Background: an optimization exercise with open tools, aiming at small area. Do not read the settings as production practice. RTL that was checked went through simulation tests only; none was proved equivalent to the original. Power figures rest on the tool's default switching activity, not on a simulated workload.

==> inputs of build 11 <==
// top_time_clock
module top_time_clock(
    input i_clk, i_reset, i_mode, i_onOff,
    input i_inc_hour, i_inc_min, i_clr_sec,
    output [7:0] o_font,
    output [3:0] o_digit
    );
==> module top_time_clock, before the edit <==
module top_time_clock(
    input i_clk, i_reset, i_mode, i_onOff,
    input i_inc_hour, i_inc_min, i_clr_sec,
    output [7:0] o_font,
    output [3:0] o_digit
    );
    reg [3:0] r_p;                  
    reg [2:0] r_s;                  
    reg [3:0] r_u;                  
    reg [3:0] r_cu, r_ct;           
    reg [3:0] r_su;  reg [2:0] r_st;    
    reg [3:0] r_mu;  reg [2:0] r_mt;    
    reg [3:0] r_hu;  reg [1:0] r_ht;    
    wire tick   = (r_p == 4'd4);
    wire u9     = (r_u == 4'd9);
    wire cu9    = (r_cu == 4'd9);
    wire ct9    = (r_ct == 4'd9);
    wire su9    = (r_su == 4'd9);
    wire st5    = (r_st == 3'd5);
    wire mu9    = (r_mu == 4'd9);
    wire mt5    = (r_mt == 3'd5);
    wire hu9    = (r_hu == 4'd9);
    wire h23    = (r_ht == 2'd2) && (r_hu == 4'd3);
    wire cu_inc  = tick & u9;
    wire ct_inc  = cu_inc & cu9;
    wire su_inc  = ct_inc & ct9;
    wire st_inc  = su_inc & su9;
    wire m_carry = st_inc & st5;
    wire mu_inc  = i_inc_min | m_carry;
    wire mt_inc  = mu_inc & mu9;
    wire h_carry = m_carry & mu9 & mt5;
    wire hu_inc  = i_inc_hour | h_carry;
    always @(posedge i_clk or posedge i_reset) begin
        if (i_reset) begin
            r_p <= 0; r_s <= 0; r_u <= 0; r_cu <= 0; r_ct <= 0;
            r_su <= 0; r_st <= 0; r_mu <= 0; r_mt <= 0; r_hu <= 0; r_ht <= 0;
        end else begin
            r_p <= (r_p == 4'd9) ? 4'd0 : r_p + 4'd1;
            if (tick) r_s <= r_s + 3'd1;
            if (i_clr_sec) begin
                r_u <= 0; r_cu <= 0; r_ct <= 0; r_su <= 0; r_st <= 0;
            end else begin
                if (tick)   r_u  <= u9  ? 4'd0 : r_u + 4'd1;
                if (cu_inc) r_cu <= cu9 ? 4'd0 : r_cu + 4'd1;
                if (ct_inc) r_ct <= ct9 ? 4'd0 : r_ct + 4'd1;
                if (su_inc) r_su <= su9 ? 4'd0 : r_su + 4'd1;
                if (st_inc) r_st <= st5 ? 3'd0 : r_st + 3'd1;
            end
            if (mu_inc) r_mu <= mu9 ? 4'd0 : r_mu + 4'd1;
            if (mt_inc) r_mt <= mt5 ? 3'd0 : r_mt + 3'd1;
            if (hu_inc) begin
                if (h23) begin
                    r_hu <= 0; r_ht <= 0;
                end else if (hu9) begin
                    r_hu <= 0; r_ht <= r_ht + 2'd1;
                end else begin
                    r_hu <= r_hu + 4'd1;
                end
            end
        end
    end
    assign o_digit = ~(4'b0001 << r_s[1:0]);
    reg [3:0] digit;
    always @(*) begin
        case ({i_mode, r_s[1:0]})
            3'b000: digit = r_mu;
            3'b001: digit = {1'b0, r_mt};
            3'b010: digit = r_hu;
            3'b011: digit = {2'b00, r_ht};
            3'b100: digit = r_cu;
            3'b101: digit = r_ct;
            3'b110: digit = r_su;
            default: digit = {1'b0, r_st};
        endcase
    end
    reg [6:0] seg;
    always @(*) begin
        case (digit)
            4'd0: seg = 7'h40;
            4'd1: seg = 7'h79;
            4'd2: seg = 7'h24;
            4'd3: seg = 7'h30;
            4'd4: seg = 7'h19;
            4'd5: seg = 7'h12;
            4'd6: seg = 7'h02;
            4'd7: seg = 7'h78;
            4'd8: seg = 7'h00;
            default: seg = 7'h10;
        endcase
    end
    wire blank = i_onOff | r_s[2];
    assign o_font[6:0] = blank ? 7'h7f : seg;
    assign o_font[7] = ~(~i_onOff & (r_s == 3'd6) & (r_ct >= 4'd5));
endmodule
==> flow/config.mk <==
export PLATFORM = sky130hd
export DESIGN_NAME = top_time_clock
export DESIGN_NICKNAME = top_time_clock
export VERILOG_FILES = /design/flow/design.v
export SDC_FILE = /design/flow/constraint.sdc
export NUM_CORES = 4
export LEC_CHECK = 0
export CAP_MARGIN = 20
export CORE_MARGIN = 2
export CORE_UTILIZATION = 40
export SLEW_MARGIN = 20
==> flow/constraint.sdc <==
create_clock -name core_clock -period 12.0 [get_ports {i_clk}]
set_input_delay 2.4000 -clock core_clock [delete_from_list [all_inputs] [get_ports {i_clk}]]
set_output_delay 2.4000 -clock core_clock [all_outputs]
set_load 0.01 [all_outputs]
standard.sh (not shown) runs the stock make flow with config.mk's settings and CLKGATE_MAP_FILE= SYNTH_SCRIPT=/design/flow/synth_recipe.tcl, a recipe that flattens the netlist after the stock synthesis.
==> flow/flow/run.sh <==
#!/bin/bash
# Own layout flow: the standard synthesis (standard.sh synth), then an area-oriented
# re-mapping of the combinational logic only (every register instance kept with its name
# and cell type), then the standard ORFS steps from floorplan to finish, with buf_1 port
# buffers and a small clock tree. Each tool writes its own log in this folder.
set -euo pipefail
source flow/params.sh
WORK=$PWD
RES=$WORK/orfs/results/$FLOW_PLATFORM/top_time_clock/base
export REMAP_LIB=$FLOW_HOME/platforms/$FLOW_PLATFORM/lib/sky130_fd_sc_hd__tt_025C_1v80.lib
export FLOW_TOP

bash standard.sh synth > 1_synth_standard.log 2>&1
cp $RES/1_2_yosys.v $WORK/synth_standard.v

best=""; best_area=""
for s in flow/abc_*.script; do
  n=$(basename $s .script)
  export REMAP_IN=$WORK/synth_standard.v REMAP_OUT=$WORK/remap_$n.v REMAP_SCRIPT=$WORK/$s
  if timeout 900 yosys -c flow/remap.tcl > remap_$n.log 2>&1; then
    a=$(awk '/Chip area/ {print $NF}' $REMAP_OUT.stat)
    echo "$n $a" >> remap_areas.log
    if [[ -z "$best" ]] || awk "BEGIN{exit !($a < $best_area)}"; then best=$REMAP_OUT; best_area=$a; fi
  fi
done
echo "best: $best $best_area" >> remap_areas.log
if [[ -n "$best" ]]; then
  cp $best $RES/1_2_yosys.v
  touch $RES/1_2_yosys.v
fi

bash standard.sh finish \
  "BUFFER_PORTS_ARGS=-buffer_cell sky130_fd_sc_hd__buf_1" \
  "CTS_ARGS=$CTS_ARGS" \
  > 2_finish_standard.log 2>&1
==> flow/flow/abc_a1.script <==
strash
&get -n
&st
&dch
&nf -a
&put
==> flow/flow/abc_b4.script <==
strash
&get -n
&deepsyn -T 20
&put
dch -f
amap
==> flow/flow/abc_b5.script <==
strash
&get -n
&deepsyn -T 20
&put
dch -f
map -a
topo
dnsize
==> flow/flow/params.sh <==
CTS_ARGS="-sink_clustering_enable -repair_clock_nets -buf_list sky130_fd_sc_hd__clkbuf_4 -dont_use_dummy_load"
==> flow/flow/remap.tcl <==
# Re-map the combinational logic of the standard synthesis netlist for area.
# Registers are kept as they are (instances, names and cell types).
yosys -import
set lib $::env(REMAP_LIB)
set du {}
foreach c {*probe* *lpflow* *clkdly* *dlygate* *dlymetal* *_16 *_12 *clkbuf* *clkinv* *bufbuf* *bufinv*} {
  lappend du -dont_use $c
}
read_liberty -ignore_miss_func $lib
read_verilog $::env(REMAP_IN)
hierarchy -top $::env(FLOW_TOP)
setattr -mod -set keep_hierarchy 1 sky130_fd_sc_hd__df*
flatten
setattr -mod -set blackbox 1 sky130_fd_sc_hd__df*
hierarchy -top $::env(FLOW_TOP)
yosys rename -hide w:*.*
opt_clean -purge
abc -liberty $lib {*}$du -script $::env(REMAP_SCRIPT)
opt_clean -purge
splitnets
opt_clean -purge
hilomap -singleton -hicell sky130_fd_sc_hd__conb_1 HI -locell sky130_fd_sc_hd__conb_1 LO
insbuf -buf sky130_fd_sc_hd__buf_1 A X
opt_clean -purge
tee -o $::env(REMAP_OUT).stat stat -liberty $lib
write_verilog -noattr -noexpr -nohex -nodec $::env(REMAP_OUT)
==> inputs of build 33, as changes to build 11 <==
==> flow/run.sh (new file) <==
#!/bin/bash
# synth_recipe.tcl (not shown) runs the flow's synth.tcl, then flattens the netlist and writes it again
# the make line also repeats each setting of config.mk as NAME=value (left out here)
make -C /OpenROAD-flow-scripts/flow DESIGN_CONFIG=/design/flow/config.mk WORK_HOME=/design/flow/orfs CLKGATE_MAP_FILE= SYNTH_SCRIPT=/design/flow/synth_recipe.tcl finish
removed: flow/flow/run.sh
removed: flow/flow/abc_a1.script
removed: flow/flow/abc_b4.script
removed: flow/flow/abc_b5.script
removed: flow/flow/params.sh
removed: flow/flow/remap.tcl
removed: flow/standard.sh
==> inputs of build 75, as changes to build 11 <==
==> flow/design.v (replaced) <==
`timescale 1ns / 1ps
module top_time_clock(
    input i_clk, i_reset, i_mode, i_onOff,
    input i_inc_hour, i_inc_min, i_clr_sec,
    output [7:0] o_font,
    output [3:0] o_digit
    );
    reg [2:0] r_q; reg r_t;
    reg [2:0] r_s;
    reg [3:0] r_u;
    reg [6:0] r_c;
    reg [5:0] r_sec, r_min;
    reg [4:0] r_hour;
    wire w = r_q[2] & ~r_q[1];
    wire tick = w & ~r_t;
    wire u9 = (r_u == 4'd9);
    wire c99 = (r_c == 7'd99);
    wire s59 = (r_sec == 6'd59);
    wire m59 = (r_min == 6'd59);
    wire h23 = (r_hour == 5'd23);
    wire c_inc = tick & u9;
    wire s_inc = c_inc & c99;
    wire m_carry = s_inc & s59;
    wire m_inc = i_inc_min | m_carry;
    wire h_inc = i_inc_hour | (m_carry & m59);
    always @(posedge i_clk or posedge i_reset) begin
        if (i_reset) begin
            r_q <= 0; r_t <= 0; r_s <= 0; r_u <= 0; r_c <= 0; r_sec <= 0; r_min <= 0; r_hour <= 0;
        end else begin
            r_q <= {r_q[1:0], ~(r_q[1] | r_q[2])};
            if (w) r_t <= ~r_t;
            if (tick) r_s <= r_s + 3'd1;
            if (i_clr_sec) begin
                r_u <= 0; r_c <= 0; r_sec <= 0;
            end else begin
                if (tick) r_u <= u9 ? 4'd0 : r_u + 4'd1;
                if (c_inc) r_c <= c99 ? 7'd0 : r_c + 7'd1;
                if (s_inc) r_sec <= s59 ? 6'd0 : r_sec + 6'd1;
            end
            if (m_inc) r_min <= m59 ? 6'd0 : r_min + 6'd1;
            if (h_inc) r_hour <= h23 ? 5'd0 : r_hour + 5'd1;
        end
    end
    assign o_digit = ~(4'b0001 << r_s[1:0]);
    reg [6:0] x;
    always @(*) begin
        case ({i_mode, r_s[1]})
            2'b00: x = {1'b0, r_min};
            2'b01: x = {2'b0, r_hour};
            2'b10: x = r_c;
            default: x = {1'b0, r_sec};
        endcase
    end
    wire [3:0] digit = r_s[0] ? x / 7'd10 : x % 7'd10;
    reg [6:0] seg;
    always @(*) begin
        case (digit)
            4'd0: seg = 7'h40;
            4'd1: seg = 7'h79;
            4'd2: seg = 7'h24;
            4'd3: seg = 7'h30;
            4'd4: seg = 7'h19;
            4'd5: seg = 7'h12;
            4'd6: seg = 7'h02;
            4'd7: seg = 7'h78;
            4'd8: seg = 7'h00;
            default: seg = 7'h10;
        endcase
    end
    wire blank = i_onOff | r_s[2];
    assign o_font[6:0] = blank ? 7'h7f : seg;
    assign o_font[7] = ~(~i_onOff & (r_s == 3'd6) & (r_c >= 7'd50));
endmodule
==> flow/flow/abc_c1.script (new file) <==
strash
&get -n
&deepsyn -T 15 -S 1
&put
dch -f
amap -m
==> flow/flow/abc_c2.script (new file) <==
strash
&get -n
&deepsyn -T 15 -S 2
&put
dch -f
amap -m
==> flow/flow/abc_c3.script (new file) <==
strash
&get -n
&deepsyn -T 15 -S 3
&put
dch -f
amap -m
==> flow/flow/params.sh (replaced) <==
CTS_ARGS="-sink_clustering_enable -repair_clock_nets -buf_list sky130_fd_sc_hd__clkbuf_8 -sink_clustering_size 50 -sink_clustering_max_diameter 1000 -dont_use_dummy_load"
removed: flow/flow/abc_a1.script
removed: flow/flow/abc_b5.script
==> run summary <==
Wire length on met1: build 11 2.161 mm; build 33 2.546 mm; build 75 2.117 mm
Power in the clock group: build 11 0.0581 mW; build 33 0.0898 mW; build 75 0.0751 mW
Launch instance of the worst min-delay path: build 11 r_u[3]; build 33 r_s[2]; build 75 r_q[0]
Worst Skew: build 11 0.01642 ns; build 33 0.008142 ns; build 75 0.008979 ns
Sink count of the clock tree: build 11 39; build 33 39; build 75 35
P_seq: build 11 0.162 mW; build 33 0.188 mW; build 75 0.145 mW
Final worst hold slack: build 11 0.4828 ns; build 33 0.5077 ns; build 75 0.3556 ns
Depth of the most critical reg-to-reg path: build 11 27; build 33 5; build 75 21
Largest fanout on the critical path: build 11 5; build 33 11; build 75 6
R2R Setup Slk: build 11 7.65 ns; build 33 8.87 ns; build 75 8.14 ns
Status: build 11 finished clean; build 33 finished clean; build 75 finished clean
Area used by multi-input combinational logic: build 11 812.0 um^2; build 33 1461 um^2; build 75 872.1 um^2
Fillers: build 11 479; build 33 621; build 75 464
#MultiIn Comb: build 11 159; build 33 207; build 75 169
Worst slack at placement: build 11 5.645 ns; build 33 4.535 ns; build 75 3.296 ns
Data-path buffer share of cell area in the final layout: build 11 3.462%; build 33 6.747%; build 75 3.595%
Clock-cell share of area: build 11 1.731%; build 33 3.071%; build 75 3.295%
Number of cell rows: build 11 25; build 33 29; build 75 24
Switching Share: build 11 31.14%; build 33 34.50%; build 75 33.85%
The RTL of build 75 was laid out without a check of its function.

afterwards: timing with drivers on the ports:
How much do the figures lean on ideal ports? The routed layouts below were timed once more, with nothing changed but the port constraints. Step 1 sets driving cells, clkbuf_16 on the clock port and buf_2 on the other inputs (assumed; they add their load-dependent delay and slew). Step 2 adds t to the input delays and takes it off the output delays; t is the mean of the earliest and latest rising clock arrival at the registers after step 1. Input paths then give back, and output paths get back, about the clock's delay inside the block. Slacks: no drivers / after step 1 / after step 2; pairs: no drivers / after step 1.
| run | t, ns | slack for setup (ns) | hold WS [ns] |
|---|---|---|---|
| build 11 | 0.360 | 5.594 / 5.571 / 5.571 | 0.483 / 0.483 / 0.483 |
| build 33 | 0.315 | 4.510 / 4.477 / 4.477 | 0.508 / 0.508 / 0.508 |
| build 75 | 0.305 | 3.175 / 3.147 / 3.147 | 0.356 / 0.356 / 0.356 |
After both steps every run listed still meets setup and hold. For build 33, which loses most, drivers alone change the setup slack by -0.033 ns; drivers and shift together by -0.033 ns.
